Context: an optimization exercise on an open-source flow, tuned for small area, a short achievable clock period and few clock cycles per item. The choices shown serve that exercise and are no tape-out recipe.
Where RTL was checked, it was by simulation tests only, not by an equivalence proof against the original.
Only the layout flow was run in run 1; the RTL was not checked for function there.
Power is estimated from default activity; no workload was simulated.

`flow/design.v`:
```
module demosaic(clk, reset, in_en, data_in, wr_r, addr_r, wdata_r, rdata_r, wr_g, addr_g, wdata_g, rdata_g, wr_b, addr_b, wdata_b, rdata_b, done);
input clk;
input reset;
input in_en;
input [7:0] data_in;
output reg wr_r;
output reg [13:0] addr_r;
output reg [7:0] wdata_r;
input [7:0] rdata_r;
output reg wr_g;
output reg [13:0] addr_g;
output reg [7:0] wdata_g;
input [7:0] rdata_g;
output reg wr_b;
output reg [13:0] addr_b;
output reg [7:0] wdata_b;
input [7:0] rdata_b;
output reg done;
reg p1, p2;              
reg [6:0] row, col;      
reg bub;                 
reg f0, f126, f127;      
reg [1:0] mid_sel;       
reg [8:0] s0, s1;
reg [7:0] t2, b2;
reg [7:0] m0, m1;
reg [9:0] sm;
wire [7:0] mid_v = (mid_sel == 2'd0) ? rdata_r : (mid_sel == 2'd1) ? rdata_g : rdata_b;
wire [7:0] tb_a  = (mid_sel == 2'd0) ? rdata_g : rdata_r;
wire [7:0] tb_b  = (mid_sel == 2'd2) ? rdata_g : rdata_b;
wire [8:0] s2    = t2 + b2;
wire [8:0] horiz_b = m0 + rdata_b;
wire [8:0] horiz_r = m0 + rdata_r;
wire [9:0] gsum_s  = sm + rdata_g;
wire [9:0] diag_s  = s0 + t2 + b2;
wire [7:0] vert  = s1[8:1];
wire [7:0] gsum  = gsum_s[9:2];
wire [7:0] diag  = diag_s[9:2];
wire r0 = row[0];
wire c0 = col[0];
wire own_g = (r0 == c0);
wire own_r = ~r0 & c0;
wire own_b = r0 & ~c0;
wire [6:0] rp1 = row + 7'd1;
wire [6:0] rp2 = row + 7'd2;
wire [6:0] rm1 = row - 7'd1;
wire [13:0] a_own = {row, col};
wire [13:0] a_x = f0 ? {row, 7'd126} : {rp1, col - 7'd3};
wire [13:0] a_y = own_g ? {rm1, col - 7'd3} : {row, col - 7'd2};
wire x_wr = (row != 7'd127);
wire gen = ~f126 & ~f127;
wire [13:0] a_k   = {row, col};
wire [13:0] a_rc1 = {rp1, col + 7'd1};
wire [13:0] a_rc2 = {row, col + 7'd2};
wire [13:0] p2_r = gen ? (own_r ? a_rc1 : a_k) :
                   f126 ? a_k :
                   ~bub ? (r0 ? {rp1, 7'd126} : {row, 7'd1}) :
                          (r0 ? {rp1, 7'd1} : {rp1, 7'd127});
wire [13:0] p2_g = gen ? (own_g ? a_rc2 : a_k) :
                   f126 ? (r0 ? a_k : {rp2, 7'd0}) :
                   ~bub ? (r0 ? {row, 7'd1} : {rp1, 7'd126}) :
                          (r0 ? {rp1, 7'd127} : {rp1, 7'd1});
wire [13:0] p2_b = gen ? (own_b ? a_rc1 : a_k) :
                   f126 ? (r0 ? {rp2, 7'd0} : a_k) :
                   ~bub ? (r0 ? {rp1, 7'd126} : {rp2, 7'd127}) :
                          (r0 ? {rp2, 7'd2} : {rp1, 7'd127});
wire [1:0] mid_next = gen ? (own_g ? 2'd1 : own_r ? 2'd2 : 2'd0) :
                      f126 ? (r0 ? 2'd1 : 2'd2) :
                      (r0 ? 2'd0 : 2'd1);
wire last_pix = (row == 7'd127) & f127;
wire last_step = (row == 7'd126) & f127 & ~bub;
wire idle = ~p1 & ~p2 & ~done;
always @(posedge clk or posedge reset) begin
	if (reset) begin
		p1 <= 1'b0;
		p2 <= 1'b0;
		done <= 1'b0;
		wr_r <= 1'b0;
		wr_g <= 1'b0;
		wr_b <= 1'b0;
	end else begin
		if (p2) begin
			wr_r <= ~own_r & ~f127 & ~last_step;
			wr_g <= ~own_g & ~f127 & ~last_step;
			wr_b <= ~own_b & ~f127 & ~last_step;
			if (last_step) begin
				p2 <= 1'b0;
				done <= 1'b1;
			end
		end else if (in_en & ~done) begin
			wr_r <= ~own_g | x_wr;
			wr_g <= own_g | x_wr;
			wr_b <= 1'b1;
			p1 <= ~last_pix;
			p2 <= last_pix;
		end else begin
			wr_r <= 1'b0;
			wr_g <= 1'b0;
			wr_b <= 1'b0;
		end
	end
end
always @(posedge clk) begin
	s0 <= s1;
	s1 <= s2;
	t2 <= tb_a;
	b2 <= tb_b;
	m0 <= m1;
	m1 <= mid_v;
	sm <= s2 + m1;
	mid_sel <= mid_next;
	if (idle) begin
		row <= 7'd0;
		col <= {6'd0, in_en};
		bub <= 1'b0;
		f0 <= ~in_en;
		f126 <= 1'b0;
		f127 <= 1'b0;
	end else if (p1 & last_pix) begin
		row <= 7'd0;
		col <= 7'd126;
		bub <= 1'b0;
		f0 <= 1'b0;
		f126 <= 1'b1;
		f127 <= 1'b0;
	end else if (p2 & f127 & ~bub) begin
		bub <= 1'b1;
	end else begin
		col <= col + 7'd1;
		if (f127)
			row <= rp1;
		bub <= 1'b0;
		f0 <= f127;
		f126 <= (col == 7'd125);
		f127 <= f126;
	end
	if (p2) begin
		addr_r <= p2_r;
		addr_g <= p2_g;
		addr_b <= p2_b;
		wdata_r <= own_g ? (r0 ? vert : horiz_b[8:1]) : diag;
		wdata_g <= gsum;
		wdata_b <= own_g ? (r0 ? horiz_r[8:1] : vert) : diag;
	end else begin
		addr_r <= own_r ? a_own : own_g ? a_x : a_y;
		addr_g <= own_g ? a_own : a_x;
		addr_b <= own_b ? a_own : a_y;
		wdata_r <= data_in;
		wdata_g <= data_in;
		wdata_b <= data_in;
	end
end
endmodule
```
`flow/constraint.sdc`:
```
create_clock -name core_clock -period 5.0 [get_ports {clk}]
set_input_delay 1.0000 -clock core_clock [delete_from_list [all_inputs] [get_ports {clk}]]
set_output_delay 1.0000 -clock core_clock [all_outputs]
set_load 0.01 [all_outputs]
```
`flow/flow/run.sh`:
```
#!/bin/bash
# Standard layout, with a small buffer on each port instead of the default
# one, and adders left to abc as plain gates (no full/half adder cells).
set -euo pipefail
cat >> config.mk <<'MK'
export BUFFER_PORTS_ARGS = -buffer_cell sky130_fd_sc_hd__buf_1
export DONT_USE_CELLS += sky130_fd_sc_hd__fa_1 sky130_fd_sc_hd__fa_2 sky130_fd_sc_hd__fa_4 sky130_fd_sc_hd__ha_1 sky130_fd_sc_hd__ha_2 sky130_fd_sc_hd__ha_4
MK
bash standard.sh > flow.log 2>&1
```
`flow/standard.sh`:
```
#!/bin/bash
# synth_recipe.tcl (not shown) runs the flow's synth.tcl, then flattens the netlist and writes it again
# the make line also repeats each setting of config.mk as NAME=value (left out here)
make -C /OpenROAD-flow-scripts/flow DESIGN_CONFIG=/design/flow/config.mk WORK_HOME=/design/flow/orfs CLKGATE_MAP_FILE= SYNTH_SCRIPT=/design/flow/synth_recipe.tcl "${@:-finish}"
```
`flow/config.mk`:
```
export PLATFORM = sky130hd
export DESIGN_NAME = demosaic
export DESIGN_NICKNAME = demosaic
export VERILOG_FILES = /design/flow/design.v
export SDC_FILE = /design/flow/constraint.sdc
export NUM_CORES = 4
export LEC_CHECK = 0
export CAP_MARGIN = 20
export CORE_MARGIN = 2
export CORE_UTILIZATION = 40
export SETUP_SLACK_MARGIN = 2.0
export SLEW_MARGIN = 20
export BUFFER_PORTS_ARGS = -buffer_cell sky130_fd_sc_hd__buf_1
export DONT_USE_CELLS += sky130_fd_sc_hd__fa_1 sky130_fd_sc_hd__fa_2 sky130_fd_sc_hd__fa_4 sky130_fd_sc_hd__ha_1 sky130_fd_sc_hd__ha_2 sky130_fd_sc_hd__ha_4
```
==> results.py, run 1 <==
metrics = {
    "logic_synthesis": {
        "yosys_warnings": 1,
        "synthTopCellsByCount": "dfxtp_1, nand2_1, nor2_1",
        "synthArstFlopShare_pct": 3.95,
        "yosysMostFrequentCell": "dfxtp_1",
        "synth_edf_count": 2,
        "synth_top_area_share_pct": 35.3,
        "syn-cell-area_um2": 8160,
        "synth_area_leaders": "dfxtp_1, xnor2_1, nand2_1",
        "synth.largest_area_cell": "dfxtp_1",
        "synth.avg_cell_area_um2": 8.46,
        "syn-num-nets": 1000,
        "synth_cell_types": 81,
        "synth_top_flop_cell": "dfxtp_1",
        "synth_cells": 965,
        "synth-seq-cells": 152,
        "seq_area_frac_synth_pct": 37.9,
    },
    "sta": {
        "max_freq_mhz": 362,
        "setup_violations": 0,
        "tns_ns": 0,
        "hold_violations": 0,
        "rsz0062_at_grt": "no",
        "setup_ws_ns": 2.24,
        "relSlewSlack_pct": 44.8,
        "report.final.slew_viol_count": 0,
        "tightestPinTransition_ns": 0.825,
        "fin_crit_sh_pct": 55.3,
        "skew_ns": 0.00892,
        "finalCriticalPeriod_ns": 2.76,
    },
    "power": {
        "vdd_drop_max_mv": 0.193,
        "p_total_uw": 3280,
        "power_density_nw_per_um2": 354,
        "p_leak_uw": 0.00353,
    },
    "cts": {
        "clk_pin_slew_ns": 0.06,
        "cts-buffers-inserted": 17,
        "htreeDepth": 4,
        "cts_tree": "built",
        "clock_path_buffers": 2,
        "cts_hold_buf": 0,
        "cts_root_buf": "clkbuf_16",
        "clkLatencyLatePin_ns": 0.43,
        "cts.sinks": 152,
    },
    "critical_path": {
        "slowest_stage": "maj3_1",
        "path_common_cell": "maj3_1",
        "crit_required_ns": 5.29,
        "path_buf_inv": 1,
        "startpoint_type": "primary input",
        "setup.worst_path.class": "primary input to flip-flop",
        "path_cells": "buf_1 -> a31oi_1 -> o31ai_1 -> maj3_1 -> a211oi_2 -> o221ai_2 -> maj3_1 -> xnor2_1 -> a21oi_1",
        "worstPathArrival_ns": 3.05,
        "cp_max_fo": 5,
        "max_stage_delay_ns": 0.46,
        "critPathCaptureType": "flip-flop",
        "path_delay_family": "compound AO/OA/AOI/OAI gates",
        "rrSetupSlack_ns": 2.28,
    },
    "die": {
        "die_w_um": 147,
        "core_area_um2": 20100,
        "io_pins": 105,
        "die_area_um2": 21600,
        "initial_core_util_pct": 40.6,
        "num_rows": 52,
        "die_y_um": 147,
    },
    "global_routing": {
        "grt_pass1_vias": 6528,
        "grt.total_usage_pct": 19.4,
        "grt_pass1_wl_mm": 33.5,
        "met3_usage_pct": 3.14,
        "top_usage_layer": "met2",
        "grt_antenna_before_repair": 0,
        "met1_usage_pct": 24.3,
        "met2_usage_pct": 33.5,
        "gr-total-overflow": 0,
        "grt_max_degree": 70,
    },
    "route": {
        "dr.first_iter.drc_count": 471,
        "ant_nets": 0,
        "wl_per_cell_um": 15.9,
        "dr_total_vias": 6953,
        "wirelength_mm": 20.8,
        "first_pass_iters": 5,
        "drc_errors": 0,
        "via_per_inst": 5.32,
    },
    "placement": {
        "dpl_worst_slack_ns": 1.64,
        "dp.cells": 1274,
        "gp_congestion": 0.851,
        "dpl.hpwl_mm": 15.1,
        "dpl_cell_area_um2": 8650,
        "port_buffers": 104,
    },
    "layout": {
        "syn2layout_area_growth_pct": 13.8,
        "fill_cells": 2016,
        "final_cells": 1307,
        "diodes": 0,
        "fin_area_um2": 9290,
        "drive_gt1_share_pct": 8.78,
        "fin_nets": 1059,
    },
    "hold_path": {
        "hold_path.class": "flip-flop to flip-flop",
    },
    "status": {
        "status": "complete, no violations",
    },
    "flow_run": {
        "maxCapViolCount": 0,
    },
}
## placed cells by master, fill, tap and decap left out, types with 9 or more instances in the layout
| master | Yosys | final |
|---|---|---|
| mux2i_1 | 10 | 10 |
| a31oi_1 | 19 | 19 |
| maj3_1 | 20 | 20 |
| clkbuf_16 | 0 | 17 |
| and2_1 | 9 | 9 |
| nand2_1 | 103 | 102 |
| nor2_1 | 86 | 86 |
| xnor2_1 | 80 | 80 |
| mux2_2 | 21 | 21 |
| buf_1 | 5 | 104 |
| a21oi_1 | 65 | 65 |
| o21ai_0 | 65 | 65 |
| nor3_1 | 15 | 15 |
| nor2b_1 | 10 | 10 |
| a21o_1 | 10 | 10 |
| dfxtp_1 | 144 | 143 |
| nand2b_1 | 12 | 12 |
| nand3_1 | 17 | 17 |
| inv_1 | 20 | 20 |
| a22oi_1 | 15 | 15 |
| xor2_1 | 36 | 36 |
## worst reg2reg max path: cells and delay by family (launching register included)
kind / cells / cell delay [ns]
compound gates: 3 / 0.48
flops: 1 / 0.68
buf+inv: 1 / 0.27
simple gates: 4 / 1.17
## worst paths after layout
| kind | from | endpoint | depth (start not counted) |
|---|---|---|---|
| max | rdata_g[0] | wdata_g[6] | 9 |
| min | s1[0] | s0[0] | 0 |
| max reg2reg | col[0] | addr_r[4] | 8 |
| min reg2reg | s1[0] | s0[0] | 0 |
| max in group asynchronous | reset | p2 | 2 |
| min in group asynchronous | reset | p1 | 2 |
## where the power goes
part           internal, uW  switching [uW]
Clock                   797             544
Sequential             1290            76.1
Combinational           274             299
Total                  2360             919
## flip-flops by register name (all words and copies together) (netlist names), 2 cells and up
register	cells
mid_sel	2
sm	10
wdata_g	8
col	7
t2	8
s0	9
addr_b	14
addr_r	14
row	7
s1	9
wdata_b	8
m0	8
addr_g	14
wdata_r	8
b2	8
m1	8
## per-stage QoR
step	hold WS [ns]	util, %
3_3_place_gp	0.326	43.0
6_report	0.336	46.2
4_1_cts	0.346	46.1
2_1_floorplan	0.310	-
5_1_grt	0.344	46.2
3_5_place_dp	0.333	43.0
## routing by layer
metal / share of wire [%] / vias to the layer above
met2: 50 / 160
met3: 3.4 / 33
met1: 45 / 3268
met5: 0 / -
met4: 2.3 / 0
li1: - / 3492
## cells by family (layout without fill, tap and decap cells)
| group | count (synthesis) | count (layout) | synth area share, % |
|---|---|---|---|
| and+or+nand+nor | 282 | 282 | 15.5 |
| AOI/OAI and AO/OA | 261 | 261 | 20.9 |
| DFF | 152 | 152 | 37.9 |
| xor gates and xnor gates | 123 | 123 | 14.1 |
| buffers and inverters | 92 | 164 | 4.46 |
| muxes | 31 | 31 | 4.12 |
| adders and majority gates | 24 | 24 | 3.00 |
## cell type report
cell class	instances	area, um2	area share, %
Multi-Input combinational cell	721	4720	50.8
Sequential cell	152	3100	33.3
Clock inverter	15	191	2.06
Tap cell	270	338	3.64
Clock buffer	17	425	4.58
Timing Repair Buffer	111	443	4.77
Inverter	21	78.8	0.848
## timing repair
action	in CTS	in global routing
setup buffers	0	1
hold endpoints to repair	0	0
gates resized for setup	0	4
setup endpoints to repair	0	5
==> inputs of run 2 (changes only) <==
--- a/flow/design.v
+++ b/flow/design.v
@@ -23,6 +23,4 @@
 reg [1:0] mid_sel;       
-reg [8:0] s0, s1;
-reg [7:0] t2, b2;
+reg [8:0] s0, s1, s2;
 reg [7:0] m0, m1;
-reg [9:0] sm;
 wire [7:0] mid_v = (mid_sel == 2'd0) ? rdata_r : (mid_sel == 2'd1) ? rdata_g : rdata_b;
@@ -30,7 +28,8 @@
 wire [7:0] tb_b  = (mid_sel == 2'd2) ? rdata_g : rdata_b;
-wire [8:0] s2    = t2 + b2;
-wire [8:0] horiz_b = m0 + rdata_b;
-wire [8:0] horiz_r = m0 + rdata_r;
+wire [8:0] s_in  = tb_a + tb_b;
+wire [8:0] horiz_s = m0 + (row[0] ? rdata_r : rdata_b);
+wire [9:0] sm      = s1 + m0;
 wire [9:0] gsum_s  = sm + rdata_g;
-wire [9:0] diag_s  = s0 + t2 + b2;
+wire [9:0] diag_s  = s0 + s2;
+wire [7:0] horiz = horiz_s[8:1];
 wire [7:0] vert  = s1[8:1];
@@ -105,7 +104,5 @@
 	s1 <= s2;
-	t2 <= tb_a;
-	b2 <= tb_b;
+	s2 <= s_in;
 	m0 <= m1;
 	m1 <= mid_v;
-	sm <= s2 + m1;
 	mid_sel <= mid_next;
@@ -140,5 +137,5 @@
 		addr_b <= p2_b;
-		wdata_r <= own_g ? (r0 ? vert : horiz_b[8:1]) : diag;
+		wdata_r <= own_g ? (r0 ? vert : horiz) : diag;
 		wdata_g <= gsum;
-		wdata_b <= own_g ? (r0 ? horiz_r[8:1] : vert) : diag;
+		wdata_b <= own_g ? (r0 ? horiz : vert) : diag;
 	end else begin
==> results.py, run 2 <==
metrics = {
    "sta": {
        "setup_violations": 0,
        "skew_ns": 0.00840,
        "setup_ws_ns": 2.04,
        "report.final.slew_viol_count": 0,
        "relSlewSlack_pct": 40.5,
        "hold_violations": 0,
        "tightestPinTransition_ns": 0.892,
        "tns_ns": 0,
        "rsz0062_at_grt": "no",
        "max_freq_mhz": 338,
        "fin_crit_sh_pct": 59.1,
        "finalCriticalPeriod_ns": 2.96,
    },
    "critical_path": {
        "critPathCaptureType": "flip-flop",
        "rr_endpoint": "addr_g[11]",
        "crit_required_ns": 5.33,
        "worstPathArrival_ns": 3.29,
        "r2r_cells": 8,
        "crit_path_start": "rdata_g[0]",
        "cp_max_fo": 7,
        "setup.worst_path.class": "primary input to flip-flop",
        "startpoint_type": "primary input",
        "regToRegStartpoint": "col[0]",
        "worstSetupEndpoint": "wdata_g[3]",
        "rrSetupSlack_ns": 2.21,
    },
    "layout": {
        "final_cells": 1281,
        "top_regs": "addr_b: 14 flops, addr_g: 14 flops, addr_r: 14 flops",
        "mostFrequentLayoutCell": "dfxtp_1",
        "diodes": 0,
        "fin_nets": 1069,
        "syn2layout_area_growth_pct": 15.6,
        "fill_cells": 1914,
        "drive_gt1_share_pct": 8.12,
        "postLayoutCoreUtil_pct": 47.3,
        "final_cell_mix": "dfxtp_1, nor2_1, buf_1",
    },
    "die": {
        "core_area_um2": 18800,
        "io_pins": 105,
        "die_area_um2": 20300,
        "die_w_um": 143,
        "initial_core_util_pct": 40.9,
        "num_rows": 50,
        "die_y_um": 143,
    },
    "global_routing": {
        "grt_pass1_wl_mm": 32.0,
        "grt_antenna_before_repair": 0,
        "gr-total-overflow": 0,
        "grt_pass1_vias": 6260,
        "grt_max_degree": 73,
        "grt.total_usage_pct": 20.0,
    },
    "logic_synthesis": {
        "synth_area_leaders": "dfxtp_1, xnor2_1, nor2_1",
        "yosysMostFrequentCell": "dfxtp_1",
        "synth.avg_cell_area_um2": 7.90,
        "yosys_warnings": 1,
        "synthTopCellsByCount": "dfxtp_1, nor2_1, nand2_1",
        "synth.largest_area_cell": "dfxtp_1",
        "synth_top_family_by_area": "compound AO/OA/AOI/OAI gates",
        "syn-cell-area_um2": 7680,
        "synthAdderAreaFrac_pct": 2.38,
        "synthXorXnorAreaFrac_pct": 11.7,
        "synth_top_flop_cell": "dfxtp_1",
        "yosys.area_share.simple_pct": 18.0,
        "synth_cells": 972,
        "seq_area_frac_synth_pct": 35.8,
        "synthMuxAreaShare_pct": 3.94,
        "syn-num-nets": 1007,
        "synth_top_area_share_pct": 33.1,
        "synth_edf_count": 2,
        "synthArstFlopShare_pct": 4.44,
        "synth-seq-cells": 135,
        "synth_compound_area_share_pct": 23.3,
        "synth_cell_types": 69,
    },
    "route": {
        "drc_errors": 0,
        "via_per_inst": 5.61,
        "met2_length_mm": 9.63,
        "wl_met1_mm": 8.98,
        "dr_total_vias": 7186,
        "wirelength_mm": 20.3,
        "top_layer": "met4",
        "first_pass_iters": 6,
        "ant_nets": 0,
        "dr.first_iter.drc_count": 514,
        "met3_length_mm": 1.17,
        "wl_per_cell_um": 15.9,
    },
    "cts": {
        "cts_hold_buf": 0,
        "cts_tree": "built",
        "cts_root_buf": "clkbuf_16",
        "clock_path_buffers": 2,
        "clkLatencyLatePin_ns": 0.44,
        "htreeDepth": 4,
        "clk_pin_slew_ns": 0.06,
        "cts-buffers-inserted": 17,
        "cts.sinks": 135,
    },
    "power": {
        "vdd_drop_max_mv": 0.226,
        "p_leak_uw": 0.00341,
        "power_density_nw_per_um2": 340,
    },
    "hold_path": {
        "hold_path.class": "flip-flop to flip-flop",
    },
    "placement": {
        "dp.cells": 1243,
        "port_buffers": 104,
        "dpl.hpwl_mm": 14.4,
        "gp_congestion": 0.893,
        "dpl_worst_slack_ns": 1.60,
    },
    "flow_run": {
        "maxCapViolCount": 0,
    },
    "status": {
        "status": "complete, no violations",
    },
}
-- run 2: cell types whose count changed after synthesis, moves of 7 or more --
cell / before / now
a21oi_1: 65 / 80
mux2i_1: 10 / 19
o21ai_0: 65 / 80
dfxtp_1: 144 / 127
o2111ai_1: 0 / 7
nand2_1: 103 / 92
nor3_1: 15 / 22
xnor2_1: 80 / 62
nor2_1: 86 / 114
mux2_2: 21 / 10
-- run 2: logic make-up after synthesis --
group                      count (synthesis)
muxes                                     29
buffers and inverters                     97
DFF                                      135
AOI/OAI and AO/OA                        284
xor gates and xnor gates                  99
and+or+nand+nor                          310
adders and majority gates                 18
-- run 2: repair_timing --
item	in CTS	in global routing
endpoints found under the setup margin	10	18
setup buffers	1	5
resized for setup	1	13
pin swaps	0	5
-- run 2: worst max-delay path: stages --
cell      delay, ns
clkbuf_2       0.13
maj3_2         0.34
o21a_1         0.23
a221o_1        0.44
and2_4         0.23
buf_4          0.14
o311a_1        0.36
a311o_1        0.26
and3b_1        0.16
-- run 2: per-layer routing --
metal,global-route usage [%],up-vias
met5,0,-
met4,8.34,0
met3,3.80,48
met2,32.7,249
met1,25.9,3317
li1,-,3572
-- run 2: through the flow --
step,hold slack [ns],area [um2],power (uW)
after floorplan,0.310,7730,1630
after global placement,0.310,8180,1730
after detailed placement,0.312,8180,1730
after CTS,0.326,8790,3020
after global routing,0.331,8890,3150
final,0.325,8890,3020
-- run 2: layout make-up --
| type | instances | area [um2] | area share, % |
|---|---|---|---|
| clock buffers | 22 | 485 | 5.46 |
| clock inverters | 10 | 119 | 1.34 |
| inverters | 23 | 86.3 | 0.972 |
| multi-input cells | 740 | 4650 | 52.4 |
| flip-flops and latches | 135 | 2760 | 31.0 |
| well taps | 234 | 293 | 3.29 |
| repair buffers | 117 | 490 | 5.52 |
-- run 2: worst min-delay path by stage --
| stage | startpoint | to | slack (ns) | cells after the start |
|---|---|---|---|---|
| floorplan | m1[0] | m0[0] | 0.31 | 0 |
| global placement | m1[7] | m0[7] | 0.31 | 0 |
| detailed placement | m1[0] | m0[0] | 0.31 | 0 |
| CTS | m1[0] | m0[0] | 0.33 | 0 |
| global route | m1[2] | m0[2] | 0.33 | 0 |
| finish | m1[5] | m0[5] | 0.33 | 0 |
-- run 2: power breakdown --
part,leakage (uW),internal [uW],switching [uW]
registers,0.00116,1140,72.6
clock network,0.000288,791,490
logic,0.00196,250,281
Testbench counts of run 2, summed over its fixed seeds: cycles 261,128, images 8.
==> inputs of run 3 (changes only) <==
--- a/flow/config.mk
+++ b/flow/config.mk
@@ -7,2 +7,3 @@
 export LEC_CHECK = 0
+export ABC_CLOCK_PERIOD_IN_PS = 2000
 export CAP_MARGIN = 20
==> results.py, run 3 <==
metrics = {
    "logic_synthesis": {
        "syn-cell-area_um2": 7680,
        "yosysMostFrequentCell": "dfxtp_1",
        "synth_top_area_share_pct": 33.1,
        "syn-num-nets": 1007,
        "synth.avg_cell_area_um2": 7.90,
        "seq_area_frac_synth_pct": 35.8,
        "yosys_warnings": 1,
        "synth-seq-cells": 135,
        "synthArstFlopShare_pct": 4.44,
        "synth.largest_area_cell": "dfxtp_1",
        "synth_cell_types": 69,
        "synth_top_flop_cell": "dfxtp_1",
        "synth_edf_count": 2,
        "synth_cells": 972,
        "synthTopCellsByCount": "dfxtp_1, nor2_1, nand2_1",
        "synth_area_leaders": "dfxtp_1, xnor2_1, nor2_1",
    },
    "die": {
        "die_w_um": 143,
        "initial_core_util_pct": 40.9,
        "num_rows": 50,
        "core_area_um2": 18800,
        "die_y_um": 143,
        "io_pins": 105,
        "die_area_um2": 20300,
    },
    "cts": {
        "htreeDepth": 4,
        "clkLatencyLatePin_ns": 0.44,
        "clk_pin_slew_ns": 0.06,
        "cts-buffers-inserted": 17,
        "cts_tree": "built",
        "cts.sinks": 135,
        "clock_path_buffers": 2,
        "cts_root_buf": "clkbuf_16",
    },
    "power": {
        "internal-power_uw": 2180,
        "sw_frac_of_total_pct": 27.9,
        "pwr-share-clk_pct": 42.4,
        "power_density_nw_per_um2": 340,
        "seq_power_share_pct": 40.1,
        "p_comb_share_pct": 17.6,
        "netSwitchingPower_uw": 843,
        "p_total_uw": 3020,
        "vdd_drop_max_mv": 0.226,
        "p_leak_uw": 0.00341,
    },
    "global_routing": {
        "grt_pass1_vias": 6260,
        "grt_pass1_wl_mm": 32.0,
        "grt_max_degree": 73,
        "grt.total_usage_pct": 20.0,
        "gr-total-overflow": 0,
        "grt_antenna_before_repair": 0,
    },
    "sta": {
        "finalCriticalPeriod_ns": 2.96,
        "hold_violations": 0,
        "setup_violations": 0,
        "rsz0062_at_grt": "no",
        "fin_crit_sh_pct": 59.1,
        "report.final.slew_viol_count": 0,
        "max_freq_mhz": 338,
        "tightestPinTransition_ns": 0.892,
        "relSlewSlack_pct": 40.5,
        "whs_ns": 0.325,
        "skew_ns": 0.00840,
        "tns_ns": 0,
    },
    "layout": {
        "mostFrequentLayoutCell": "dfxtp_1",
        "drive_gt1_share_pct": 8.12,
        "fin_nets": 1069,
        "syn2layout_area_growth_pct": 15.6,
        "diodes": 0,
        "fill_cells": 1914,
        "final_cell_mix": "dfxtp_1, nor2_1, buf_1",
        "top_regs": "addr_b: 14 flops, addr_g: 14 flops, addr_r: 14 flops",
        "postLayoutCoreUtil_pct": 47.3,
    },
    "route": {
        "wirelength_mm": 20.3,
        "via_per_inst": 5.61,
        "first_pass_iters": 6,
        "wl_per_cell_um": 15.9,
        "dr.first_iter.drc_count": 514,
        "drc_errors": 0,
        "ant_nets": 0,
        "dr_total_vias": 7186,
    },
    "critical_path": {
        "crit_required_ns": 5.33,
        "setup.worst_path.class": "primary input to flip-flop",
        "cp_max_fo": 7,
        "startpoint_type": "primary input",
        "critPathCaptureType": "flip-flop",
        "worstPathArrival_ns": 3.29,
    },
    "status": {
        "status": "complete, no violations",
    },
    "placement": {
        "port_buffers": 104,
        "dpl.hpwl_mm": 14.4,
        "gp_congestion": 0.893,
    },
    "flow_run": {
        "maxCapViolCount": 0,
    },
    "hold_path": {
        "hold_path.class": "flip-flop to flip-flop",
    },
}
## run 3: cell families after synthesis
logic type	count (synthesis)	synth area share (%)
AND/OR/NAND/NOR	310	18.0
buffers and inverters	97	4.87
adder cells (fa/ha/maj)	18	2.38
XOR/XNOR	99	11.7
AO/OA/AOI/OAI	284	23.3
flip-flops	135	35.8
multiplexers	29	3.94
## run 3: path summary, 6_finish.rpt
path / depth (start not counted) / from / endpoint / slack, ns
worst max-delay path: 9 / rdata_g[0] / wdata_g[3] / 2.04
worst min-delay path: 0 / m1[5] / m0[5] / 0.33
worst max register to register: 8 / col[0] / addr_g[11] / 2.21
worst min register to register: 0 / m1[5] / m0[5] / 0.33
max in group asynchronous: 2 / reset / p2 / 4.33
min in group asynchronous: 2 / reset / done / 0.45
## run 3: cell type report
type                    count  area, um2  share of cell area, %
clock buffers              22        485                   5.46
clock inverters            10        119                   1.34
inverters                  23       86.3                  0.972
multi-input cells         740       4650                   52.4
flip-flops and latches    135       2760                   31.0
well taps                 234        293                   3.29
repair buffers            117        490                   5.52
## run 3: critical path: stages
cell and delay [ns]:
clkbuf_2 0.13, maj3_2 0.34, o21a_1 0.23, a221o_1 0.44, and2_4 0.23, buf_4 0.14, o311a_1 0.36, a311o_1 0.26
and3b_1 0.16
## run 3: what timing repair did
| action | 4_1_cts | 5_1_grt |
|---|---|---|
| pin swaps | 0 | 5 |
| hold buffers | 0 | 0 |
| endpoints found under the setup margin | 10 | 18 |
| cloned | 0 | 0 |
| resized for setup | 1 | 13 |
| setup buffers | 1 | 5 |
## run 3: layer usage
metal / vias up / GRT usage (%) / wire length (um)
li1: 3572 / - / -
met1: 3317 / 25.9 / 8980
met2: 249 / 32.7 / 9630
met3: 48 / 3.80 / 1170
met4: 0 / 8.34 / 544
met5: - / 0 / 0
## run 3: power groups by stage
| stage | Clock, uW | Sequential, uW | Combinational [uW] |
|---|---|---|---|
| 6_report | 1280 | 1210 | 531 |
| 3_5_place_dp | 0 | 1230 | 501 |
| 5_1_grt | 1350 | 1220 | 583 |
| 2_1_floorplan | 0 | 1200 | 423 |
| 4_1_cts | 1300 | 1210 | 503 |
| 3_3_place_gp | 0 | 1230 | 497 |
## run 3: metrics by stage
| stage | setup slack [ns] | cell area [um2] | cells |
|---|---|---|---|
| after floorplan | 1.88 | 7730 | 972 |
| after CTS | 2.05 | 8790 | 1276 |
| final | 2.04 | 8890 | 1281 |
| after global routing | 2.00 | 8890 | 1281 |
| after global placement | 1.65 | 8180 | 1243 |
| after detailed placement | 1.60 | 8180 | 1243 |
==> inputs of run 4 (changes only) <==
--- a/flow/config.mk
+++ b/flow/config.mk
@@ -7,3 +7,2 @@
 export LEC_CHECK = 0
-export ABC_CLOCK_PERIOD_IN_PS = 2000
 export CAP_MARGIN = 20
@@ -11,2 +10,5 @@
 export CORE_UTILIZATION = 40
+export CTS_BUF_LIST = sky130_fd_sc_hd__clkbuf_8
+export CTS_CLUSTER_DIAMETER = 80
+export CTS_CLUSTER_SIZE = 30
 export SETUP_SLACK_MARGIN = 2.0
==> results.py, run 4 <==
metrics = {
    "status": {
        "status": "complete, no violations",
    },
    "layout": {
        "top_regs": "addr_b: 14 flops, addr_g: 14 flops, addr_r: 14 flops",
        "syn2layout_area_growth_pct": 13.0,
        "diodes": 0,
        "mostFrequentLayoutCell": "dfxtp_1",
        "fin_nets": 1069,
        "drive_gt1_share_pct": 8.02,
        "final_cell_mix": "dfxtp_1, nor2_1, buf_1",
    },
    "logic_synthesis": {
        "synth_cells": 972,
        "yosys_warnings": 1,
        "synth_cell_types": 69,
        "synth.largest_area_cell": "dfxtp_1",
        "synthTopCellsByCount": "dfxtp_1, nor2_1, nand2_1",
        "synth_area_leaders": "dfxtp_1, xnor2_1, nor2_1",
        "seq_area_frac_synth_pct": 35.8,
        "yosysMostFrequentCell": "dfxtp_1",
        "syn-cell-area_um2": 7680,
        "synth_edf_count": 2,
        "synth_top_area_share_pct": 33.1,
        "synth_top_flop_cell": "dfxtp_1",
        "synth-seq-cells": 135,
        "syn-num-nets": 1007,
        "synth.avg_cell_area_um2": 7.90,
        "synthArstFlopShare_pct": 4.44,
    },
    "global_routing": {
        "grt_pass1_vias": 6272,
        "gr-total-overflow": 0,
        "grt_max_degree": 73,
        "grt_antenna_before_repair": 0,
        "grt.total_usage_pct": 19.9,
        "grt_pass1_wl_mm": 31.9,
    },
    "route": {
        "dr_total_vias": 7187,
        "via_per_inst": 5.61,
        "drc_errors": 0,
        "dr.first_iter.drc_count": 561,
        "wirelength_mm": 20.4,
        "first_pass_iters": 5,
        "wl_per_cell_um": 15.9,
        "ant_nets": 0,
    },
    "die": {
        "core_area_um2": 18800,
        "initial_core_util_pct": 40.9,
        "io_pins": 105,
        "num_rows": 50,
        "die_y_um": 143,
        "die_w_um": 143,
        "die_area_um2": 20300,
    },
    "sta": {
        "rsz0062_at_grt": "yes",
        "tns_ns": 0,
        "fin_crit_sh_pct": 58.1,
        "relSlewSlack_pct": 39.8,
        "max_freq_mhz": 344,
        "tightestPinTransition_ns": 0.902,
        "skew_ns": 0.0135,
        "whs_ns": 0.329,
        "report.final.slew_viol_count": 0,
        "finalCriticalPeriod_ns": 2.91,
        "hold_violations": 0,
        "setup_violations": 0,
    },
    "cts": {
        "clock_path_buffers": 2,
        "htreeDepth": 4,
        "cts_tree": "built",
        "cts.sinks": 135,
        "cts_root_buf": "clkbuf_8",
        "clkLatencyLatePin_ns": 0.48,
        "clk_pin_slew_ns": 0.08,
        "cts-buffers-inserted": 17,
        "cts_hold_buf": 0,
    },
    "critical_path": {
        "crit_path_start": "rdata_g[0]",
        "setup.worst_path.class": "primary input to flip-flop",
        "regToRegStartpoint": "col[0]",
        "worstPathArrival_ns": 3.28,
        "startpoint_type": "primary input",
        "critPathCaptureType": "flip-flop",
        "cp_max_fo": 7,
        "crit_required_ns": 5.37,
        "rrSetupSlack_ns": 2.24,
    },
    "hold_path": {
        "min-delay-start": "m1[0]",
        "hold_path.class": "flip-flop to flip-flop",
    },
    "flow_run": {
        "maxCapViolCount": 0,
    },
    "power": {
        "vdd_drop_max_mv": 0.169,
        "p_leak_uw": 0.00333,
        "power_density_nw_per_um2": 312,
    },
    "placement": {
        "gp_congestion": 0.893,
        "dpl.hpwl_mm": 14.4,
        "port_buffers": 104,
    },
}
==> run 4: repair_timing <==
item	4_1_cts	5_1_grt
setup endpoints to repair	10	19
pin swaps	0	5
gates resized for setup	1	11
setup buffers	1	5
==> run 4: worst paths after layout <==
| check | endpoint | depth (start not counted) |
|---|---|---|
| hold reg to reg | m0[0] | 0 |
| hold / removal | m0[0] | 0 |
| setup / recovery | wdata_g[3] | 10 |
| min in group asynchronous | done | 2 |
| setup reg to reg | addr_g[6] | 7 |
| max in group asynchronous | p2 | 2 |
==> run 4: logic make-up (layout without fill, tap and decap cells) <==
logic type | Yosys count | after routing | synth area share (%)
adder cells (fa/ha/maj) | 18 | 18 | 2.38
AO/OA/AOI/OAI | 284 | 284 | 23.3
flip-flops | 135 | 135 | 35.8
XOR/XNOR | 99 | 99 | 11.7
multiplexers | 29 | 29 | 3.94
buffers and inverters | 97 | 172 | 4.87
AND/OR/NAND/NOR | 310 | 310 | 18.0
==> run 4: report_power, final <==
group	switching, uW	total (uW)	internal (uW)	leakage (uW)
clock network	452	968	516	0.000211
registers	71.7	1210	1140	0.00116
logic	279	528	249	0.00196
==> run 4: cell type report <==
cell class                 count  area [um2]
tap                          234         293
inverter                      23        86.3
timing repair buffer         117         490
clock buffer                  19         262
multi-input combinational    740        4630
sequential                   135        2760
fill                        1948       10100
clock inverter                13         156
==> run 4: critical path, stage by stage <==
cell,delay (ns)
clkbuf_2,0.13
maj3_2,0.34
buf_4,0.14
a21o_1,0.14
a221o_1,0.38
and2_4,0.23
buf_4,0.14
o311a_1,0.36
a311o_1,0.27
and3b_1,0.16
==> run 4: per-stage QoR <==
| stage | setup WS (ns) | area [um2] | total power, uW | std cells | utilization (%) |
|---|---|---|---|---|---|
| global placement | 1.65 | 8180 | 1730 | 1243 | 43.6 |
| finish | 2.09 | 8680 | 2700 | 1281 | 46.2 |
| detailed placement | 1.60 | 8180 | 1730 | 1243 | 43.6 |
| CTS | 2.06 | 8610 | 2700 | 1276 | 45.9 |
| global route | 1.99 | 8680 | 2830 | 1281 | 46.2 |
| floorplan | 1.88 | 7730 | 1630 | 972 | - |
==> run 4: per-layer routing <==
layer,wire [um],up-vias,track usage (%)
li1,-,3573,-
met1,9130,3343,25.8
met2,9680,234,32.6
met3,1040,37,3.67
met4,503,0,8.49
met5,0,-,0
==> inputs of run 5 (changes only) <==
--- a/flow/design.v
+++ b/flow/design.v
@@ -19,5 +19,7 @@
 reg p1, p2;              
-reg [6:0] row, col;      
-reg bub;                 
+reg [6:0] row;           
+reg [7:0] col8;          
 reg f0, f126, f127;      
+wire [6:0] col = col8[6:0];
+wire bub = col8[7];
 reg [1:0] mid_sel;       
@@ -49,3 +51,3 @@
 wire x_wr = (row != 7'd127);
-wire gen = ~f126 & ~f127;
+wire gen = ~f126 & ~f127 & ~bub;
 wire [13:0] a_k   = {row, col};
@@ -68,4 +70,5 @@
                       (r0 ? 2'd0 : 2'd1);
+wire wrap = bub | (~p2 & f127);
 wire last_pix = (row == 7'd127) & f127;
-wire last_step = (row == 7'd126) & f127 & ~bub;
+wire last_step = (row == 7'd126) & f127;
 wire idle = ~p1 & ~p2 & ~done;
@@ -81,5 +84,5 @@
 		if (p2) begin
-			wr_r <= ~own_r & ~f127 & ~last_step;
-			wr_g <= ~own_g & ~f127 & ~last_step;
-			wr_b <= ~own_b & ~f127 & ~last_step;
+			wr_r <= ~own_r & ~f127 & ~bub & ~last_step;
+			wr_g <= ~own_g & ~f127 & ~bub & ~last_step;
+			wr_b <= ~own_b & ~f127 & ~bub & ~last_step;
 			if (last_step) begin
@@ -110,4 +113,3 @@
 		row <= 7'd0;
-		col <= {6'd0, in_en};
-		bub <= 1'b0;
+		col8 <= {7'd0, in_en};
 		f0 <= ~in_en;
@@ -117,4 +119,3 @@
 		row <= 7'd0;
-		col <= 7'd126;
-		bub <= 1'b0;
+		col8 <= 8'd126;
 		f0 <= 1'b0;
@@ -122,11 +123,8 @@
 		f127 <= 1'b0;
-	end else if (p2 & f127 & ~bub) begin
-		bub <= 1'b1;
 	end else begin
-		col <= col + 7'd1;
-		if (f127)
+		col8 <= wrap ? 8'd0 : col8 + 8'd1;
+		if (wrap)
 			row <= rp1;
-		bub <= 1'b0;
-		f0 <= f127;
-		f126 <= (col == 7'd125);
+		f0 <= wrap;
+		f126 <= (col8 == 8'd125);
 		f127 <= f126;
--- a/flow/config.mk
+++ b/flow/config.mk
@@ -13,3 +13,3 @@
 export CTS_CLUSTER_SIZE = 30
-export SETUP_SLACK_MARGIN = 2.0
+export SETUP_SLACK_MARGIN = 2.5
 export SLEW_MARGIN = 20
==> results.py, run 5 <==
metrics = {
    "status": {
        "status": "complete, no violations",
    },
    "sta": {
        "tightestPinTransition_ns": 0.775,
        "max_freq_mhz": 368,
        "setup_violations": 0,
        "finalCriticalPeriod_ns": 2.72,
        "relSlewSlack_pct": 48.2,
        "fin_crit_sh_pct": 54.4,
        "rsz0062_at_grt": "yes",
        "tns_ns": 0,
        "report.final.slew_viol_count": 0,
        "setup_ws_ns": 2.28,
        "hold_violations": 0,
        "skew_ns": 0.0111,
    },
    "die": {
        "core_area_um2": 18600,
        "num_rows": 50,
        "io_pins": 105,
        "die_y_um": 141,
        "die_area_um2": 19900,
        "initial_core_util_pct": 40.4,
        "die_w_um": 141,
    },
    "power": {
        "p_leak_uw": 0.00344,
        "p_total_uw": 4810,
        "power_density_nw_per_um2": 534,
        "vdd_drop_max_mv": 0.209,
    },
    "cts": {
        "cts_tree": "built",
        "cts_root_buf": "clkbuf_8",
        "clock_path_buffers": 2,
        "clk_pin_slew_ns": 0.08,
        "clkLatencyLatePin_ns": 0.45,
        "cts.sinks": 135,
        "htreeDepth": 4,
        "cts-buffers-inserted": 17,
    },
    "layout": {
        "top_regs": "addr_b: 14 flops, addr_g: 14 flops, addr_r: 14 flops",
        "final_cell_mix": "dfxtp_1, nor2_1, nand2_1, buf_1, o21ai_0",
        "syn2layout_area_growth_pct": 20.1,
        "drive_gt1_share_pct": 15.2,
        "diodes": 0,
        "fin_nets": 1059,
        "fill_cells": 1823,
        "mostFrequentLayoutCell": "dfxtp_1",
    },
    "global_routing": {
        "grt_antenna_before_repair": 0,
        "grt.total_usage_pct": 19.7,
        "grt_pass1_vias": 6108,
        "grt_max_degree": 64,
        "gr-total-overflow": 0,
        "grt_pass1_wl_mm": 31.4,
    },
    "route": {
        "first_pass_iters": 6,
        "via_per_inst": 5.35,
        "dr.first_iter.drc_count": 609,
        "ant_nets": 0,
        "dr_total_vias": 6800,
        "wirelength_mm": 19.7,
        "drc_errors": 0,
        "wl_per_cell_um": 15.5,
    },
    "critical_path": {
        "path_delay_family": "compound AO/OA/AOI/OAI gates",
        "path_buf_inv": 3,
        "max_stage_delay_ns": 0.35,
        "worstPathArrival_ns": 3.07,
        "slowest_stage": "a311o_1",
        "setup.worst_path.class": "primary input to flip-flop",
        "startpoint_type": "primary input",
        "cp_max_fo": 6,
        "path_cells": "buf_12 -> mux2i_4 -> buf_6 -> o21ai_4 -> a311o_1 -> a311o_1 -> buf_4 -> o21ai_4 -> a22oi_2 -> maj3_2 -> a21o_1",
        "critPathCaptureType": "flip-flop",
        "crit_required_ns": 5.35,
    },
    "logic_synthesis": {
        "yosys_warnings": 1,
        "syn-cell-area_um2": 7500,
        "synth.avg_cell_area_um2": 8.05,
        "synthTopCellsByCount": "dfxtp_1, nor2_1, nand2_1",
        "synthArstFlopShare_pct": 4.44,
        "synth-seq-cells": 135,
        "synth_cell_types": 67,
        "yosysMostFrequentCell": "dfxtp_1",
        "seq_area_frac_synth_pct": 36.4,
        "synth.largest_area_cell": "dfxtp_1",
        "synth_area_leaders": "dfxtp_1, xnor2_1, nor2_1",
        "synth_edf_count": 0,
        "synth_top_flop_cell": "dfxtp_1",
        "synth_cells": 932,
        "syn-num-nets": 967,
        "synth_top_area_share_pct": 34.4,
    },
    "placement": {
        "dpl_worst_slack_ns": 1.72,
        "gp_congestion": 0.870,
        "dpl.hpwl_mm": 13.8,
        "port_buffers": 104,
    },
    "hold_path": {
        "hold_path.class": "flip-flop to flip-flop",
    },
    "flow_run": {
        "maxCapViolCount": 0,
    },
}
## run 5: cell type report
type | count | area [um2] | area share (%)
inverters | 14 | 55.1 | 0.611
clock inverters | 13 | 130 | 1.44
clock buffers | 19 | 262 | 2.90
multi-input cells | 714 | 4680 | 51.9
repair buffers | 142 | 847 | 9.40
well taps | 234 | 293 | 3.25
flip-flops and latches | 135 | 2740 | 30.5
## run 5: logic make-up (layout without fill, tap and decap cells)
logic type | Yosys count | in the layout | synth area share, %
buf+inv | 83 | 188 | 4.30
simple gates | 308 | 308 | 18.6
xor+xnor | 106 | 106 | 12.8
flops | 135 | 135 | 36.4
mux | 31 | 31 | 4.34
compound gates | 255 | 255 | 21.7
fa+ha+maj | 14 | 14 | 1.90
## run 5: layer usage
metal  track usage (%)  vias to the layer above  share of wire [%]
li1                  -                     3437                  -
met1              25.9                     3147                 45
met2              33.1                      191                 49
met3              3.36                       25                4.8
met4              6.32                        0                1.7
met5                 0                        -                  0
## run 5: timing repair
action                     in CTS  in global routing
pin swaps                      22                 24
cloned                          1                  0
hold buffers                    0                  0
setup endpoints to repair      58                 31
buffers inserted               15                 13
resized for setup              55                 35
## run 5: report_power, final
part           switching, uW  internal, uW  leakage, uW
combinational           1180          1040      0.00209
sequential               301          1400      0.00115
clock                    422           465     0.000203
total                   1910          2900      0.00344
## run 5: worst paths after layout
| path | startpoint | to | slack [ns] | cells after the start |
|---|---|---|---|---|
| max in group asynchronous | reset | p2 | 4.37 | 2 |
| worst max-delay path | rdata_b[0] | s2[8] | 2.28 | 11 |
| min in group asynchronous | reset | p1 | 0.42 | 2 |
| worst max register to register | mid_sel[1] | s2[8] | 2.36 | 11 |
| worst min-delay path | m1[3] | m0[3] | 0.33 | 0 |
| worst min register to register | m1[3] | m0[3] | 0.33 | 0 |
## run 5: through the flow
stage,utilization [%],area [um2],std cells,hold slack (ns)
CTS,47.3,8790,1258,0.330
floorplan,-,7670,932,0.310
detailed placement,43.4,8060,1210,0.313
finish,48.5,9010,1271,0.330
global route,48.5,9010,1271,0.339
global placement,43.4,8060,1210,0.310
Testbench counts of run 5, summed over its fixed seeds: cycles 261,128, images 8.
==> inputs of run 6 (changes only) <==
--- a/flow/config.mk
+++ b/flow/config.mk
@@ -13,4 +13,5 @@
 export CTS_CLUSTER_SIZE = 30
-export SETUP_SLACK_MARGIN = 2.5
+export SETUP_SLACK_MARGIN = 2.0
 export SLEW_MARGIN = 20
+export TNS_END_PERCENT = 5
 export BUFFER_PORTS_ARGS = -buffer_cell sky130_fd_sc_hd__buf_1
==> results.py, run 6 <==
metrics = {
    "sta": {
        "tns_ns": 0,
        "finalCriticalPeriod_ns": 2.91,
        "rsz0062_at_grt": "yes",
        "setup_violations": 0,
        "report.final.slew_viol_count": 0,
        "fin_crit_sh_pct": 58.2,
        "relSlewSlack_pct": 32.2,
        "setup_ws_ns": 2.09,
        "max_freq_mhz": 344,
        "tightestPinTransition_ns": 1.01,
        "skew_ns": 0.0112,
        "hold_violations": 0,
    },
    "logic_synthesis": {
        "synth_cell_types": 67,
        "synthAdderAreaFrac_pct": 1.90,
        "synth_area_leaders": "dfxtp_1, xnor2_1, nor2_1",
        "synth_top_flop_cell": "dfxtp_1",
        "synth.avg_cell_area_um2": 8.05,
        "syn-num-nets": 967,
        "synth.largest_area_cell": "dfxtp_1",
        "seq_area_frac_synth_pct": 36.4,
        "synthTopCellsByCount": "dfxtp_1, nor2_1, nand2_1",
        "synth_cells": 932,
        "synthXorXnorAreaFrac_pct": 12.8,
        "synth_compound_area_share_pct": 21.7,
        "synthMuxAreaShare_pct": 4.34,
        "yosysMostFrequentCell": "dfxtp_1",
        "synthArstFlopShare_pct": 4.44,
        "synth_top_area_share_pct": 34.4,
        "synth-seq-cells": 135,
        "synth_edf_count": 0,
        "yosys_warnings": 1,
        "yosys.area_share.simple_pct": 18.6,
        "synth_top_family_by_area": "compound AO/OA/AOI/OAI gates",
        "syn-cell-area_um2": 7500,
    },
    "route": {
        "wl_per_cell_um": 15.3,
        "ant_nets": 0,
        "via_per_inst": 5.44,
        "dr.first_iter.drc_count": 585,
        "first_pass_iters": 5,
        "wirelength_mm": 19.0,
        "dr_total_vias": 6758,
        "drc_errors": 0,
    },
    "cts": {
        "clkLatencyLatePin_ns": 0.46,
        "cts_hold_buf": 0,
        "clk_pin_slew_ns": 0.07,
        "cts_root_buf": "clkbuf_8",
        "htreeDepth": 4,
        "cts.sinks": 135,
        "cts_tree": "built",
        "cts-buffers-inserted": 17,
        "clock_path_buffers": 2,
    },
    "power": {
        "vdd_drop_max_mv": 0.180,
        "p_total_uw": 4580,
        "sw_frac_of_total_pct": 40.4,
        "p_comb_share_pct": 42.8,
        "internal-power_uw": 2730,
        "p_leak_uw": 0.00316,
        "seq_power_share_pct": 37.4,
        "netSwitchingPower_uw": 1850,
        "pwr-share-clk_pct": 19.9,
        "power_density_nw_per_um2": 545,
    },
    "layout": {
        "fin_nets": 1030,
        "final_cell_mix": "dfxtp_1, nor2_1, buf_1",
        "top_regs": "addr_b: 14 flops, addr_g: 14 flops, addr_r: 14 flops",
        "diodes": 0,
        "syn2layout_area_growth_pct": 12.2,
        "mostFrequentLayoutCell": "dfxtp_1",
        "drive_gt1_share_pct": 7.34,
        "fill_cells": 1858,
    },
    "status": {
        "status": "complete, no violations",
    },
    "placement": {
        "dpl_worst_slack_ns": 1.52,
        "port_buffers": 104,
        "dpl.hpwl_mm": 13.7,
        "gp_congestion": 0.835,
    },
    "die": {
        "io_pins": 105,
        "core_area_um2": 18600,
        "die_w_um": 141,
        "die_area_um2": 19900,
        "num_rows": 50,
        "die_y_um": 141,
        "initial_core_util_pct": 40.4,
    },
    "critical_path": {
        "crit_required_ns": 5.31,
        "setup.worst_path.class": "primary input to flip-flop",
        "cp_max_fo": 5,
        "slowest_stage": "maj3_1",
        "worstPathArrival_ns": 3.22,
        "path_cells": "buf_1 -> maj3_1 -> o21a_1 -> a221oi_4 -> buf_4 -> nor4_4 -> o31ai_1 -> maj3_2 -> a21bo_1 -> a31oi_1",
        "critPathCaptureType": "flip-flop",
        "startpoint_type": "primary input",
        "max_stage_delay_ns": 0.44,
    },
    "global_routing": {
        "gr-total-overflow": 0,
        "grt_pass1_wl_mm": 30.7,
        "grt_antenna_before_repair": 0,
        "grt_max_degree": 63,
        "grt.total_usage_pct": 19.3,
        "grt_pass1_vias": 6082,
    },
    "hold_path": {
        "hold_path.class": "flip-flop to flip-flop",
    },
    "flow_run": {
        "maxCapViolCount": 0,
    },
}
run 6: final timing paths:
check,cells after the start,start,slack [ns],to
max,10,rdata_g[0],2.09,wdata_g[6]
min,0,m1[1],0.33,m0[1]
max reg2reg,8,row[0],2.17,wdata_r[5]
min reg2reg,0,m1[1],0.33,m0[1]
max in group asynchronous,2,reset,4.39,p2
min in group asynchronous,2,reset,0.41,done
run 6: area by class of cell:
type	count	area [um2]	area share (%)
clock inverter	13	134	1.59
inverter	14	52.6	0.624
tap	234	293	3.48
timing repair buffer	113	458	5.44
sequential	135	2740	32.5
clock buffer	19	262	3.11
multi-input combinational	714	4480	53.3
run 6: layer usage:
| layer | track usage (%) | vias to the layer above | part of all wire, % | wire, um |
|---|---|---|---|---|
| li1 | - | 3387 | - | - |
| met1 | 25.3 | 3132 | 46 | 8830 |
| met2 | 31.6 | 203 | 47 | 8890 |
| met3 | 3.19 | 36 | 4.1 | 776 |
| met4 | 8.21 | 0 | 2.8 | 526 |
| met5 | 0 | - | 0 | 0 |
run 6: metrics by stage:
step / hold WS, ns / util (%) / cell area (um2) / instances
floorplan: 0.310 / - / 7550 / 932
global placement: 0.310 / 43.1 / 8000 / 1208
detailed placement: 0.312 / 43.1 / 8000 / 1208
CTS: 0.330 / 45.2 / 8400 / 1240
global route: 0.334 / 45.3 / 8420 / 1242
finish: 0.329 / 45.3 / 8420 / 1242
run 6: kinds of logic after synthesis:
logic type,Yosys count
mux,31
fa+ha+maj,14
xor+xnor,106
buf+inv,83
simple gates,308
flops,135
compound gates,255
run 6: repair_timing:
item,4_1_cts,5_1_grt
gates resized for setup,2,2
buffers inserted,0,2
endpoints found under the setup margin,9,11
pin swaps,0,2
run 6: power by group through the flow:
stage | Clock, uW | Combinational (uW) | Sequential, uW
floorplan | 0 | 1530 | 1650
global placement | 0 | 1900 | 1730
detailed placement | 0 | 1920 | 1740
CTS | 928 | 1930 | 1710
global route | 968 | 2170 | 1760
finish | 910 | 1960 | 1710
run 6: worst max-delay path: cells and delay by family:
family / cells / cell delay, ns
AO/OA/AOI/OAI: 5 / 1.15
adder cells (fa/ha/maj): 2 / 0.67
buffers and inverters: 2 / 0.33
AND/OR/NAND/NOR: 1 / 0.05
==> inputs of run 7 (changes only) <==
--- a/flow/config.mk
+++ b/flow/config.mk
@@ -7,2 +7,3 @@
 export LEC_CHECK = 0
+export ABC_AREA = 1
 export CAP_MARGIN = 20
@@ -15,3 +16,2 @@
 export SLEW_MARGIN = 20
-export TNS_END_PERCENT = 5
 export BUFFER_PORTS_ARGS = -buffer_cell sky130_fd_sc_hd__buf_1
==> results.py, run 7 <==
metrics = {
    "cts": {
        "clock_path_buffers": 2,
        "cts.sinks": 135,
        "clkLatencyLatePin_ns": 0.47,
        "cts_hold_buf": 0,
        "postCtsSetupBuffers": 0,
        "htreeDepth": 4,
        "cts_tree": "built",
        "cts-buffers-inserted": 17,
        "clk_pin_slew_ns": 0.08,
        "cts_root_buf": "clkbuf_8",
    },
    "layout": {
        "final_cells": 1624,
        "drive_gt1_share_pct": 6.33,
        "top_regs": "addr_b: 14 flops, addr_g: 14 flops, addr_r: 14 flops",
        "mostFrequentLayoutCell": "nand2_1",
        "syn2layout_area_growth_pct": 11.3,
        "diodes": 0,
        "fill_cells": 2153,
        "fin_area_um2": 8860,
        "final_cell_mix": "nand2_1, inv_1, dfxtp_1",
        "seq_area_um2": 2730,
        "multi_input_area_um2": 4410,
        "fin_nets": 1382,
    },
    "status": {
        "status": "complete, no violations",
    },
    "placement": {
        "port_buffers": 104,
        "dpl.hpwl_mm": 18.4,
        "dp.cells": 1593,
        "gp_congestion": 0.932,
        "dpl_cell_area_um2": 8460,
    },
    "logic_synthesis": {
        "syn-cell-area_um2": 7960,
        "synth-seq-cells": 135,
        "synth.avg_cell_area_um2": 6.28,
        "synth_top_area_share_pct": 32.4,
        "synth_top_flop_cell": "dfxtp_1",
        "synth_area_leaders": "dfxtp_1, nand2_1, inv_1",
        "synth_cells": 1267,
        "synth_edf_count": 0,
        "yosys_warnings": 1,
        "syn-num-nets": 1302,
        "synthTopCellsByCount": "nand2_1, inv_1, dfxtp_1",
        "synth.largest_area_cell": "dfxtp_1",
        "yosysMostFrequentCell": "nand2_1",
        "synth_cell_types": 54,
        "synthArstFlopShare_pct": 4.44,
        "seq_area_frac_synth_pct": 34.3,
    },
    "sta": {
        "rsz0062_at_grt": "no",
        "tightestPinTransition_ns": 0.888,
        "setup_violations": 0,
        "tns_ns": 0,
        "skew_ns": 0.00652,
        "fin_crit_sh_pct": 55.5,
        "max_freq_mhz": 360,
        "relSlewSlack_pct": 40.7,
        "report.final.slew_viol_count": 0,
        "hold_violations": 0,
        "finalCriticalPeriod_ns": 2.78,
    },
    "route": {
        "wl_per_cell_um": 15.3,
        "dr_total_vias": 8355,
        "via_per_inst": 5.14,
        "wirelength_mm": 24.8,
        "dr.first_iter.drc_count": 895,
        "drc_errors": 0,
        "ant_nets": 0,
        "first_pass_iters": 6,
    },
    "die": {
        "die_y_um": 145,
        "die_area_um2": 21100,
        "io_pins": 105,
        "core_area_um2": 19500,
        "num_rows": 51,
        "die_w_um": 145,
        "initial_core_util_pct": 40.8,
    },
    "critical_path": {
        "cp_max_fo": 25,
        "startpoint_type": "flip-flop",
        "slowest_stage": "dfxtp_1",
        "path_common_cell": "inv_1",
        "worstPathArrival_ns": 3.09,
        "crit_required_ns": 5.31,
        "critPathCaptureType": "flip-flop",
        "max_stage_delay_ns": 0.75,
        "setup.worst_path.class": "flip-flop to flip-flop",
        "path_cells": "nor2_2 -> nand2_2 -> inv_1 -> nor2_1 -> inv_1 -> a221oi_1 -> a21oi_1",
    },
    "global_routing": {
        "gr-total-overflow": 0,
        "grt_max_degree": 65,
        "grt.total_usage_pct": 23.7,
        "grt_pass1_wl_mm": 40.0,
        "grt_antenna_before_repair": 0,
        "grt_pass1_vias": 7603,
    },
    "power": {
        "sw_frac_of_total_pct": 52.5,
        "netSwitchingPower_uw": 3640,
        "p_comb_share_pct": 58.4,
        "pwr-share-clk_pct": 13.6,
        "vdd_drop_max_mv": 0.310,
        "internal-power_uw": 3290,
        "p_leak_uw": 0.00429,
        "power_density_nw_per_um2": 782,
        "seq_power_share_pct": 27.9,
    },
    "flow_run": {
        "maxCapViolCount": 0,
    },
    "hold_path": {
        "hold_path.class": "flip-flop to flip-flop",
    },
}
-- run 7: cell types whose count changed after synthesis, sizes merged, moves of 18 or more --
cell,delta
buf,+18
nand2,+334
nand3,+69
mux2i,-22
o21ai,+31
inv,+143
xnor2,-70
clkbuf,-41
-- run 7: cells by family (layout without fill, tap and decap cells) --
logic type | Yosys count | count (layout) | synth area share [%]
AO/OA/AOI/OAI | 249 | 249 | 18.4
XOR/XNOR | 23 | 23 | 2.53
buffers and inverters | 201 | 293 | 10.4
flip-flops | 135 | 135 | 34.3
AND/OR/NAND/NOR | 659 | 659 | 34.4
-- run 7: path summary, 6_finish.rpt --
kind / cells past startpoint / slack (ns) / startpoint / endpoint
worst max-delay path: 7 / 2.22 / f126 / addr_b[3]
worst min-delay path: 0 / 0.33 / m1[6] / m0[6]
worst max register to register: 7 / 2.22 / f126 / addr_b[3]
worst min register to register: 0 / 0.33 / m1[6] / m0[6]
max in group asynchronous: 2 / 4.39 / reset / p2
min in group asynchronous: 2 / 0.40 / reset / wr_g
-- run 7: what timing repair did --
item | 4_1_cts | 5_1_grt
resized for setup | 0 | 1
setup endpoints to repair | 0 | 6
endpoints found under the hold margin | 0 | 0
-- run 7: per-layer routing --
| metal | track usage, % | part of all wire [%] | wire length (um) |
|---|---|---|---|
| met4 | 6.91 | 1.8 | 447 |
| met3 | 5.13 | 8.2 | 2040 |
| met1 | 34.9 | 49 | 12200 |
| met2 | 34.5 | 41 | 10100 |
| met5 | 0 | 0 | 0 |
-- run 7: per-stage QoR --
stage          setup WS (ns)  total power, uW  util (%)  hold WS [ns]
2_1_floorplan           2.89             4880         -         0.310
3_3_place_gp            2.26             5930      43.3         0.310
3_5_place_dp            2.04             5930      43.3         0.312
4_1_cts                 2.03             6900      45.4         0.332
5_1_grt                 2.07             7590      45.4         0.335
6_report                2.22             6930      45.4         0.331
-- run 7: critical path: cells and delay by family, from the launching register on --
| kind | cells | cell delay (ns) |
|---|---|---|
| and+or+nand+nor | 3 | 0.94 |
| DFF | 1 | 0.75 |
| buffers and inverters | 2 | 0.45 |
| AOI/OAI and AO/OA | 2 | 0.45 |
-- run 7: layout make-up --
| cell class | count | area share (%) |
|---|---|---|
| inverter | 155 | 6.57 |
| clock inverter | 14 | 1.82 |
| multi-input combinational | 931 | 49.7 |
| clock buffer | 17 | 2.64 |
| timing repair buffer | 107 | 4.66 |
| tap | 265 | 3.74 |
| sequential | 135 | 30.8 |
-- run 7: power groups by stage --
stage	Combinational (uW)	Clock (uW)	Sequential, uW
final	4050	946	1940
after CTS	4010	964	1930
after detailed placement	3980	0	1950
after floorplan	3030	0	1850
after global routing	4600	1000	1990
after global placement	3970	0	1960
==> inputs of run 8 (changes only) <==
--- a/flow/config.mk
+++ b/flow/config.mk
@@ -7,3 +7,2 @@
 export LEC_CHECK = 0
-export ABC_AREA = 1
 export CAP_MARGIN = 20
==> results.py, run 8 <==
metrics = {
    "layout": {
        "fin_area_um2": 8480,
        "mostFrequentLayoutCell": "dfxtp_1",
        "syn2layout_area_growth_pct": 13.0,
        "diodes": 0,
        "top_regs": "addr_b: 14 flops, addr_g: 14 flops, addr_r: 14 flops",
        "fin_nets": 1030,
        "drive_gt1_share_pct": 7.54,
        "final_cell_mix": "dfxtp_1, nor2_1, buf_1",
    },
    "logic_synthesis": {
        "syn-num-nets": 967,
        "synth.avg_cell_area_um2": 8.05,
        "synth_top_flop_cell": "dfxtp_1",
        "synthAdderAreaFrac_pct": 1.90,
        "synthTopCellsByCount": "dfxtp_1, nor2_1, nand2_1",
        "synth_edf_count": 0,
        "syn-cell-area_um2": 7500,
        "seq_area_frac_synth_pct": 36.4,
        "synthXorXnorAreaFrac_pct": 12.8,
        "yosysMostFrequentCell": "dfxtp_1",
        "synth_top_family_by_area": "compound AO/OA/AOI/OAI gates",
        "synth.largest_area_cell": "dfxtp_1",
        "yosys_warnings": 1,
        "synth_compound_area_share_pct": 21.7,
        "synthArstFlopShare_pct": 4.44,
        "synth_cells": 932,
        "synth_cell_types": 67,
        "synth-seq-cells": 135,
        "synth_top_area_share_pct": 34.4,
        "yosys.area_share.simple_pct": 18.6,
        "synthMuxAreaShare_pct": 4.34,
        "synth_area_leaders": "dfxtp_1, xnor2_1, nor2_1",
    },
    "sta": {
        "setup_violations": 0,
        "rsz0062_at_grt": "no",
        "fin_crit_sh_pct": 57.4,
        "whs_ns": 0.324,
        "max_freq_mhz": 349,
        "skew_ns": 0.0165,
        "relSlewSlack_pct": 45.4,
        "tightestPinTransition_ns": 0.813,
        "hold_violations": 0,
        "tns_ns": 0,
        "finalCriticalPeriod_ns": 2.87,
        "setup_ws_ns": 2.13,
        "report.final.slew_viol_count": 0,
    },
    "die": {
        "num_rows": 50,
        "die_y_um": 141,
        "io_pins": 105,
        "die_area_um2": 19900,
        "die_w_um": 141,
        "core_area_um2": 18600,
        "initial_core_util_pct": 40.4,
    },
    "placement": {
        "port_buffers": 104,
        "gp_congestion": 0.844,
        "dpl_worst_slack_ns": 1.55,
        "dpl_cell_area_um2": 8010,
        "dpl.hpwl_mm": 13.6,
    },
    "status": {
        "status": "complete, no violations",
    },
    "critical_path": {
        "crit_path_start": "rdata_g[0]",
        "slowest_stage": "maj3_1",
        "startpoint_type": "primary input",
        "cp_max_fo": 5,
        "regToRegStartpoint": "row[0]",
        "path_common_cell": "a211oi_1",
        "path_cells": "buf_1 -> maj3_1 -> o21a_1 -> a221oi_4 -> buf_12 -> o21ai_2 -> a211oi_1 -> nor3_1 -> o2111a_1 -> a211oi_1",
        "crit_required_ns": 5.37,
        "setup.worst_path.class": "primary input to flip-flop",
        "worstSetupEndpoint": "wdata_g[3]",
        "rr_endpoint": "wdata_b[7]",
        "rrSetupSlack_ns": 2.19,
        "critPathCaptureType": "flip-flop",
        "worstPathArrival_ns": 3.24,
        "max_stage_delay_ns": 0.43,
        "r2r_cells": 9,
    },
    "power": {
        "internal-power_uw": 2830,
        "power_density_nw_per_um2": 550,
        "sw_frac_of_total_pct": 39.4,
        "vdd_drop_max_mv": 0.208,
        "p_leak_uw": 0.00318,
        "seq_power_share_pct": 36.6,
        "pwr-share-clk_pct": 21.2,
        "p_comb_share_pct": 42.2,
        "netSwitchingPower_uw": 1840,
    },
    "cts": {
        "cts_tree": "built",
        "cts_root_buf": "clkbuf_8",
        "cts-buffers-inserted": 17,
        "htreeDepth": 4,
        "cts.sinks": 135,
        "clock_path_buffers": 2,
        "clkLatencyLatePin_ns": 0.46,
        "cts_hold_buf": 0,
        "clk_pin_slew_ns": 0.08,
    },
    "route": {
        "drc_errors": 0,
        "wl_per_cell_um": 15.3,
        "via_per_inst": 5.41,
        "first_pass_iters": 5,
        "ant_nets": 0,
        "dr.first_iter.drc_count": 603,
        "wirelength_mm": 19.0,
        "dr_total_vias": 6716,
    },
    "global_routing": {
        "grt_max_degree": 63,
        "grt_antenna_before_repair": 0,
        "grt_pass1_vias": 5928,
        "grt.total_usage_pct": 18.9,
        "gr-total-overflow": 0,
        "grt_pass1_wl_mm": 29.8,
    },
    "flow_run": {
        "maxCapViolCount": 0,
    },
    "hold_path": {
        "hold_path.class": "flip-flop to flip-flop",
    },
}
==> run 8: cell types whose count changed in the layout (fill, tap and decap cells not counted), sizes merged, moves of 22 or more <==
cell / change
nand3: -69
xnor2: +70
nand2: -334
mux2i: +22
inv: -142
o21ai: -31
==> run 8: routing by layer <==
metal | vias up | track usage, % | share of wire (%)
met1 | 3116 | 25.1 | 47
met4 | 0 | 6.79 | 2.1
li1 | 3383 | - | -
met3 | 30 | 3.84 | 4.5
met2 | 187 | 30.6 | 46
met5 | - | 0 | 0
==> run 8: area by class of cell <==
class	count	area (um2)
clock buffer	18	248
clock inverter	14	184
fill	1925	10100
inverter	14	52.6
multi-input combinational	714	4490
sequential	135	2740
tap	234	293
timing repair buffer	113	470
==> run 8: critical path, delay by kind of cell <==
kind / cells / cell delay, ns
AOI/OAI and AO/OA: 6 / 1.42
adders and majority gates: 1 / 0.43
buffers and inverters: 2 / 0.29
and+or+nand+nor: 1 / 0.10
==> run 8: cell families (layout without fill, tap and decap cells) <==
kind of cell    count (synthesis)  after routing
xor+xnor                      106            106
simple gates                  308            308
buf+inv                        83            159
fa+ha+maj                      14             14
mux                            31             31
compound gates                255            255
flops                         135            135
==> run 8: worst min path at each step <==
stage                     startpoint    end  slack (ns)  cells after the start
after floorplan                m1[0]  m0[0]        0.31                      0
after global routing           m1[1]  m0[1]        0.33                      0
after global placement         m1[1]  m0[1]        0.31                      0
final                          m1[6]  m0[6]        0.32                      0
after CTS                      m1[6]  m0[6]        0.33                      0
after detailed placement       m1[1]  m0[1]        0.31                      0
==> run 8: stage by stage <==
stage	instances	total power [uW]	utilization [%]
floorplan	932	3180	-
global placement	1209	3650	43.1
detailed placement	1209	3670	43.1
CTS	1241	4660	45.4
global route	1242	4990	45.6
finish	1242	4670	45.6
==> run 8: timing repair <==
action | 4_1_cts | 5_1_grt
endpoints found under the setup margin | 9 | 9
gates resized for setup | 2 | 5
pin swaps | 0 | 1
buffers inserted | 0 | 1
hold endpoints to repair | 0 | 0
==> run 8: power by group through the flow <==
stage	sequential, uW	combinational [uW]	clock, uW
2_1_floorplan	1650	1530	0
3_3_place_gp	1730	1920	0
3_5_place_dp	1730	1940	0
4_1_cts	1710	1950	1000
5_1_grt	1760	2180	1050
6_report	1710	1970	989

==> port drivers added, routing unchanged <==
The results above use ideal ports. As a check the final layouts listed here were re-extracted and re-timed, cells and wires unchanged.
Step 1 assumes that a clkbuf_16 drives the clock port and a buf_2 every other input.
Step 2, shift: input delay + t, output delay - t, t = (earliest + latest rising clock arrival at the registers) / 2. This alone moves slack from input paths to output paths.
Three values: ideal ports, drivers, drivers and shift; two values: the first two.
run | t (ns) | setup slack, ns
run 1 | 0.473 | 2.236 / 2.258 / 1.785
run 2 | 0.475 | 2.043 / 2.062 / 1.587
run 3 | 0.475 | 2.043 / 2.062 / 1.587
run 4 | 0.510 | 2.093 / 2.106 / 1.597
run 5 | 0.482 | 2.279 / 2.273 / 1.791
run 6 | 0.495 | 2.089 / 2.110 / 1.615
run 7 | 0.504 | 2.223 / 2.223 / 2.195
run 8 | 0.493 | 2.131 / 2.150 / 1.657
After both steps setup and hold are still met in every run listed.
